This design comes from an exercise in tuning for small area, a short achievable clock period and few clock cycles per item on the open sky130 flow, not from production work. At most, simulation tests tie the RTL to the original design; equivalence was not proved.

==> run a <==
// gost89_ofb_encrypt
module gost89_ofb_encrypt(
  input              clk,
  input              reset,
  input              load_data,
  input              load_IV,
  input      [255:0] key,
  input      [63:0]  in,
  input      [63:0]  IV,
  output     [63:0]  out,
  output reg         busy
);
  reg  [31:0] a, b;      
  reg  [31:0] rk;        
  reg  [4:0]  cnt;       
  function [2:0] kidx(input [4:0] r);
    kidx = r[2:0] ^ {3{r[4] & r[3]}};
  endfunction
  function [31:0] ksel(input [255:0] k, input [2:0] i);
    ksel = k[255 - 32*i -: 32];
  endfunction
  wire [31:0] ra, rb;
  gost89_round rnd(.key(rk), .n1(a), .n2(b), .out1(ra), .out2(rb));
  wire [4:0] cnt_inc = cnt + 5'd1;
  wire        ld_iv = load_data & load_IV;
  wire [31:0] fm    = load_data ? 32'd0 : (ra ^ b);
  wire [2:0] ki = load_data ? 3'd0 : kidx(cnt_inc);
  reg  [31:0] kmux;
  integer i;
  always @* begin
    kmux = 32'd0;
    for (i = 0; i < 8; i = i + 1)
      kmux = kmux | (ksel(key, i) & {32{ki == i}});
  end
  always @(posedge clk) begin
    if (load_data || busy) begin
      a <= ld_iv ? IV[63:32] : (b ^ fm);
      b <= ld_iv ? IV[31:0]  : a;
    end
    if (load_data)
      busy <= 1'b1;
    else if (reset || cnt == 5'd31)
      busy <= 1'b0;
    cnt <= load_data ? 5'd0 : cnt_inc;
    rk  <= kmux;
  end
  assign out = {b, a} ^ in;
endmodule
Settings: LEC_CHECK=0, CAP_MARGIN=20, CORE_MARGIN=2, CORE_UTILIZATION=50, CTS_BUF_LIST=sky130_fd_sc_hd__clkbuf_8, PLACE_DENSITY=0.75, SETUP_SLACK_MARGIN=5, SLEW_MARGIN=20; clock period 10.0 ns.
standard.sh (not shown) runs the stock make flow with config.mk's settings and CLKGATE_MAP_FILE= SYNTH_SCRIPT=/design/flow/synth_recipe.tcl, a recipe that flattens the netlist after the stock synthesis.
==> flow/flow/run.sh <==
#!/bin/bash
# The standard ORFS layout (standard.sh) with these changes:
#  - the port buffers that buffer_ports puts on every input and output are the
#    smallest buffer (sky130_fd_sc_hd__buf_1) instead of ORFS's default choice;
#    the resizer may still upsize any of them where timing needs it;
#  - synthesis skips the extraction of full/half adder cells (extract_fa), so
#    ABC maps all of the combinational logic itself;
#  - the pin placer keeps each in[i] next to out[i] (out = KS ^ in is a
#    combinational port-to-port path);
#  - the resizer aims at a setup slack of 5.5 ns.
# standard.sh's output (every tool's) goes to standard.log; ORFS keeps per-step logs too.
args=""
for i in $(seq 0 63); do args="$args -group_pins {in[$i] out[$i]}"; done
export PLACE_PINS_ARGS="$args"
export BUFFER_PORTS_ARGS="-buffer_cell sky130_fd_sc_hd__buf_1"
export ADDER_MAP_FILE=
bash standard.sh SETUP_SLACK_MARGIN=5.5 finish > standard.log 2>&1
==> run b (differences from run a) <==
Settings changed: CTS_BUF_LIST sky130_fd_sc_hd__clkbuf_8 to default, GPL_ROUTABILITY_DRIVEN from default to 0.
==> run notes <==
Of run a and run b, run a has the higher fmax (gap about 0.6%, measured against run b). In die area, run b and run a do not differ. In final cell count, run a and run b hardly differ. Critical path depth is the same in run a and run b. In run a the sequential share of layout area is higher than in run b, by 0.17 points. In run a the utilization is lower than in run b, by 0.43 points. In run b the global-route usage is lower than in run a, by 0.24 points. In area after synthesis, run a and run b do not differ. Run a went through all stages and came out clean. Run b went through all stages and came out clean.
Testbench counts of run a, summed over its fixed seeds: cycles 33,792, items 1,024.
Testbench counts of run b, summed over its fixed seeds: cycles 33,792, items 1,024.

==> build 40 <==
Starting RTL as in the previous note.
==> module gost89_ofb_encrypt, before the edit <==
module gost89_ofb_encrypt(
  input              clk,
  input              reset,
  input              load_data,
  input              load_IV,
  input      [255:0] key,
  input      [63:0]  in,
  input      [63:0]  IV,
  output     [63:0]  out,
  output reg         busy
);
  reg  [31:0] a, b;      
  reg  [31:0] rk;        
  reg  [4:0]  cnt;       
  function [2:0] kidx(input [4:0] r);
    kidx = r[2:0] ^ {3{r[4] & r[3]}};
  endfunction
  function [31:0] ksel(input [255:0] k, input [2:0] i);
    ksel = k[255 - 32*i -: 32];
  endfunction
  wire [31:0] ra, rb;
  gost89_round rnd(.key(rk), .n1(a), .n2(b), .out1(ra), .out2(rb));
  wire [4:0] cnt_inc = cnt + 5'd1;
  wire        ld_iv = load_data & load_IV;
  wire [31:0] fm    = load_data ? 32'd0 : (ra ^ b);
  wire [2:0] ki = load_data ? 3'd0 : kidx(cnt_inc);
  reg  [31:0] kmux;
  integer i;
  always @* begin
    kmux = 32'd0;
    for (i = 0; i < 8; i = i + 1)
      kmux = kmux | (ksel(key, i) & {32{ki == i}});
  end
  always @(posedge clk) begin
    if (load_data || busy) begin
      a <= ld_iv ? IV[63:32] : (b ^ fm);
      b <= ld_iv ? IV[31:0]  : a;
    end
    if (load_data)
      busy <= 1'b1;
    else if (reset || cnt == 5'd31)
      busy <= 1'b0;
    cnt <= load_data ? 5'd0 : cnt_inc;
    rk  <= kmux;
  end
  assign out = {b, a} ^ in;
endmodule
==> flow/config.mk <==
export PLATFORM = sky130hd
export DESIGN_NAME = gost89_ofb_encrypt
export DESIGN_NICKNAME = gost89_ofb_encrypt
export VERILOG_FILES = /design/flow/design.v
export SDC_FILE = /design/flow/constraint.sdc
export NUM_CORES = 4
export LEC_CHECK = 0
export CAP_MARGIN = 20
export CORE_MARGIN = 2
export CORE_UTILIZATION = 50
export SETUP_SLACK_MARGIN = 5
export SLEW_MARGIN = 20
==> flow/constraint.sdc <==
create_clock -name core_clock -period 10.0 [get_ports {clk}]
set_input_delay 2.0000 -clock core_clock [delete_from_list [all_inputs] [get_ports {clk}]]
set_output_delay 2.0000 -clock core_clock [all_outputs]
set_load 0.01 [all_outputs]
==> flow/flow/run.sh <==
#!/bin/bash
# The standard ORFS layout (standard.sh) with three changes:
#  - the port buffers that buffer_ports puts on every input and output are the
#    smallest buffer (sky130_fd_sc_hd__buf_1) instead of ORFS's default choice;
#    the resizer may still upsize any of them where timing needs it;
#  - synthesis skips the extraction of full/half adder cells (extract_fa), so
#    ABC maps all of the combinational logic itself, and ABC uses the mapping
#    script flow/abc_speed.script (a copy of ORFS's scripts folder with only
#    that file replaced);
#  - the resizer aims at a setup slack of 5.6 ns.
# standard.sh's output (every tool's) goes to standard.log; ORFS keeps per-step logs too.
set -e
rm -rf orfs_scripts
cp -r "$FLOW_HOME/scripts" orfs_scripts
cp flow/abc_speed.script orfs_scripts/abc_speed.script
export SCRIPTS_DIR="$PWD/orfs_scripts"
export BUFFER_PORTS_ARGS="-buffer_cell sky130_fd_sc_hd__buf_1"
export ADDER_MAP_FILE=
bash standard.sh SETUP_SLACK_MARGIN=5.6 finish > standard.log 2>&1
==> flow/flow/abc_speed.script <==
strash
dch -f
amap
topo
stime -c
buffer -c
upsize -c
dnsize -c
==> inputs of build 91, as changes to build 40 <==
--- a/flow/design.v
+++ b/flow/design.v
@@ -37,5 +37,9 @@
 );
-  reg  [31:0] a, b;      
-  reg  [31:0] rk;        
-  reg  [4:0]  cnt;       
+  localparam integer K  = 2;             
+  localparam integer NC = 32 / K;        
+  localparam integer CW = (NC > 1) ? $clog2(NC) : 1;
+  reg  [31:0]   a, b;
+  reg  [CW-1:0] cnt;
+  localparam integer RK = (K > 1) ? 1 : 1;  
+  reg  [32*RK-1:0] rk;             
   function [2:0] kidx(input [4:0] r);
@@ -46,26 +50,41 @@
   endfunction
-  wire [31:0] ra, rb;
-  gost89_round rnd(.key(rk), .n1(a), .n2(b), .out1(ra), .out2(rb));
-  wire [4:0] cnt_inc = cnt + 5'd1;
-  wire        ld_iv = load_data & load_IV;
-  wire [31:0] fm    = load_data ? 32'd0 : (ra ^ b);
-  wire [2:0] ki = load_data ? 3'd0 : kidx(cnt_inc);
-  reg  [31:0] kmux;
+  wire [31:0] n1 [0:K];
+  wire [31:0] n2 [0:K];
+  assign n1[0] = a;
+  assign n2[0] = b;
+  genvar j;
+  generate
+    for (j = 0; j < K; j = j + 1) begin : g_rnd
+      wire [4:0]  r  = cnt * K + j;
+      wire [31:0] kj = (j < RK) ? rk[32*j +: 32] : ksel(key, kidx(r));
+      gost89_round rnd(.key(kj), .n1(n1[j]), .n2(n2[j]),
+                       .out1(n1[j+1]), .out2(n2[j+1]));
+    end
+  endgenerate
+  wire [CW-1:0] cnt_n = load_data ? {CW{1'b0}} : cnt + 1'b1;
+  wire [4:0]    r_n   = cnt_n * K;
   integer i;
-  always @* begin
-    kmux = 32'd0;
-    for (i = 0; i < 8; i = i + 1)
-      kmux = kmux | (ksel(key, i) & {32{ki == i}});
-  end
   always @(posedge clk) begin
+    if (load_data) begin
+      busy <= 1'b1;
+      if (load_IV) begin
+        a <= IV[63:32];
+        b <= IV[31:0];
+      end else begin
+        a <= b;
+        b <= a;
+      end
+    end else if (reset) begin
+      busy <= 1'b0;
+    end else if (busy) begin
+      a <= n1[K];
+      b <= n2[K];
+      if (cnt == NC - 1)
+        busy <= 1'b0;
+    end
     if (load_data || busy) begin
-      a <= ld_iv ? IV[63:32] : (b ^ fm);
-      b <= ld_iv ? IV[31:0]  : a;
+      cnt <= cnt_n;
+      for (i = 0; i < RK; i = i + 1)
+        rk[32*i +: 32] <= ksel(key, kidx(r_n + i));
     end
-    if (load_data)
-      busy <= 1'b1;
-    else if (reset || cnt == 5'd31)
-      busy <= 1'b0;
-    cnt <= load_data ? 5'd0 : cnt_inc;
-    rk  <= kmux;
   end
==> flow/run.sh (new file) <==
#!/bin/bash
# synth_recipe.tcl (not shown) runs the flow's synth.tcl, then flattens the netlist and writes it again
# the make line also repeats each setting of config.mk as NAME=value (left out here)
make -C /OpenROAD-flow-scripts/flow DESIGN_CONFIG=/design/flow/config.mk WORK_HOME=/design/flow/orfs CLKGATE_MAP_FILE= SYNTH_SCRIPT=/design/flow/synth_recipe.tcl finish
Settings changed: SETUP_SLACK_MARGIN 5 to 4.
removed: flow/flow/run.sh
removed: flow/flow/abc_speed.script
removed: flow/standard.sh
==> inputs of build 74, as changes to build 40 <==
--- a/flow/design.v
+++ b/flow/design.v
@@ -49,23 +49,22 @@
   wire [4:0] cnt_inc = cnt + 5'd1;
-  wire        ld_iv = load_data & load_IV;
-  wire [31:0] fm    = load_data ? 32'd0 : (ra ^ b);
-  wire [2:0] ki = load_data ? 3'd0 : kidx(cnt_inc);
-  reg  [31:0] kmux;
-  integer i;
-  always @* begin
-    kmux = 32'd0;
-    for (i = 0; i < 8; i = i + 1)
-      kmux = kmux | (ksel(key, i) & {32{ki == i}});
-  end
   always @(posedge clk) begin
-    if (load_data || busy) begin
-      a <= ld_iv ? IV[63:32] : (b ^ fm);
-      b <= ld_iv ? IV[31:0]  : a;
+    if (load_data) begin
+      busy <= 1'b1;
+      if (load_IV) begin
+        a <= IV[63:32];
+        b <= IV[31:0];
+      end else begin
+        a <= b;
+        b <= a;
+      end
+    end else if (reset) begin
+      busy <= 1'b0;
+    end else if (busy) begin
+      a <= ra;
+      b <= rb;
+      if (cnt == 5'd31)
+        busy <= 1'b0;
     end
-    if (load_data)
-      busy <= 1'b1;
-    else if (reset || cnt == 5'd31)
-      busy <= 1'b0;
     cnt <= load_data ? 5'd0 : cnt_inc;
-    rk  <= kmux;
+    rk  <= load_data ? key[255:224] : ksel(key, kidx(cnt_inc));
   end
==> flow/flow/run.sh (replaced) <==
#!/bin/bash
# The standard ORFS layout (standard.sh) with two changes:
#  - the port buffers that buffer_ports puts on every input and output are the
#    smallest buffer (sky130_fd_sc_hd__buf_1) instead of ORFS's default choice;
#    the resizer may still upsize any of them where timing needs it;
#  - synthesis skips the extraction of full/half adder cells (extract_fa), so
#    ABC maps all of the combinational logic itself.
# Each tool's full output goes to standard.log (ORFS keeps per-step logs too).
export BUFFER_PORTS_ARGS="-buffer_cell sky130_fd_sc_hd__buf_1"
export ADDER_MAP_FILE=
bash standard.sh SETUP_SLACK_MARGIN=5.6 finish > standard.log 2>&1
removed: flow/flow/abc_speed.script
==> inputs of build 46, as changes to build 40 <==
--- a/flow/design.v
+++ b/flow/design.v
@@ -37,5 +37,9 @@
 );
-  reg  [31:0] a, b;      
-  reg  [31:0] rk;        
-  reg  [4:0]  cnt;       
+  localparam integer K  = 1;             
+  localparam integer NC = 32 / K;        
+  localparam integer CW = (NC > 1) ? $clog2(NC) : 1;
+  reg  [31:0]   a, b;
+  reg  [CW-1:0] cnt;
+  localparam integer RK = (K > 1) ? 1 : 1;  
+  reg  [32*RK-1:0] rk;             
   function [2:0] kidx(input [4:0] r);
@@ -46,26 +50,41 @@
   endfunction
-  wire [31:0] ra, rb;
-  gost89_round rnd(.key(rk), .n1(a), .n2(b), .out1(ra), .out2(rb));
-  wire [4:0] cnt_inc = cnt + 5'd1;
-  wire        ld_iv = load_data & load_IV;
-  wire [31:0] fm    = load_data ? 32'd0 : (ra ^ b);
-  wire [2:0] ki = load_data ? 3'd0 : kidx(cnt_inc);
-  reg  [31:0] kmux;
+  wire [31:0] n1 [0:K];
+  wire [31:0] n2 [0:K];
+  assign n1[0] = a;
+  assign n2[0] = b;
+  genvar j;
+  generate
+    for (j = 0; j < K; j = j + 1) begin : g_rnd
+      wire [4:0]  r  = cnt * K + j;
+      wire [31:0] kj = (j < RK) ? rk[32*j +: 32] : ksel(key, kidx(r));
+      gost89_round rnd(.key(kj), .n1(n1[j]), .n2(n2[j]),
+                       .out1(n1[j+1]), .out2(n2[j+1]));
+    end
+  endgenerate
+  wire [CW-1:0] cnt_n = load_data ? {CW{1'b0}} : cnt + 1'b1;
+  wire [4:0]    r_n   = cnt_n * K;
   integer i;
-  always @* begin
-    kmux = 32'd0;
-    for (i = 0; i < 8; i = i + 1)
-      kmux = kmux | (ksel(key, i) & {32{ki == i}});
-  end
   always @(posedge clk) begin
+    if (load_data) begin
+      busy <= 1'b1;
+      if (load_IV) begin
+        a <= IV[63:32];
+        b <= IV[31:0];
+      end else begin
+        a <= b;
+        b <= a;
+      end
+    end else if (reset) begin
+      busy <= 1'b0;
+    end else if (busy) begin
+      a <= n1[K];
+      b <= n2[K];
+      if (cnt == NC - 1)
+        busy <= 1'b0;
+    end
     if (load_data || busy) begin
-      a <= ld_iv ? IV[63:32] : (b ^ fm);
-      b <= ld_iv ? IV[31:0]  : a;
+      cnt <= cnt_n;
+      for (i = 0; i < RK; i = i + 1)
+        rk[32*i +: 32] <= ksel(key, kidx(r_n + i));
     end
-    if (load_data)
-      busy <= 1'b1;
-    else if (reset || cnt == 5'd31)
-      busy <= 1'b0;
-    cnt <= load_data ? 5'd0 : cnt_inc;
-    rk  <= kmux;
   end
==> flow/run.sh (new file) <==
#!/bin/bash
# synth_recipe.tcl (not shown) runs the flow's synth.tcl, then flattens the netlist and writes it again
# the make line also repeats each setting of config.mk as NAME=value (left out here)
make -C /OpenROAD-flow-scripts/flow DESIGN_CONFIG=/design/flow/config.mk WORK_HOME=/design/flow/orfs CLKGATE_MAP_FILE= SYNTH_SCRIPT=/design/flow/synth_recipe.tcl finish
removed: flow/flow/run.sh
removed: flow/flow/abc_speed.script
removed: flow/standard.sh
==> summary of the runs <==
Build 40 went through all stages and came out clean. Build 74 passed the timing, design-rule and antenna checks. Build 91 went through all stages and came out clean. Build 46 went through all stages and came out clean.
Of build 40 and build 91, build 40 has the higher setup slack (gap 2.9 ns).
The lowest global-route usage belongs to build 74, the highest to build 40.
Synthesized cell count, lowest first: build 40, build 74, build 46, build 91.
The lowest sequential share of layout area belongs to build 91, the highest to build 40.
Of build 46 and build 91, build 91 has the higher clock-buffer cell count (gap 1).
Against build 91, the non-clock buffer count of build 46 is lower by 229.
Testbench counts of build 40, summed over its fixed seeds: cycles 33,792, items 1,024.
No functional check of the RTL was part of build 91, build 74 and build 46.

-- afterwards: timing with drivers on the ports --
Ports are ideal in the flow. The routed layouts listed here were re-timed in OpenROAD.
Step 1, drivers: a clkbuf_16 drives clk and a buf_2 each remaining input, both assumed.
Step 2 also shifts input and output timing later by t, the mid clock arrival at the registers, as if the neighbouring blocks saw the same clock.
a / b / c = ideal / step 1 / step 2; a / b = the first two.
run	t, ns	setup slack, ns	worst slew at a driven data input, ns
run a	0.430	5.560 / 5.520 / 5.376	0.21
run b	0.407	5.533 / 5.509 / 5.321	0.20
build 40	0.413	5.487 / 5.464 / 5.403	0.19
build 91	0.423	2.600 / 2.600 / 2.469	0.12
build 74	0.404	5.534 / 5.494 / 5.494	0.15
build 46	0.415	5.003 / 4.911 / 4.869	0.16
After both steps setup and hold are still met in every run listed. For run b, which loses most, drivers alone change the setup slack by -0.024 ns; drivers and shift together by -0.212 ns.
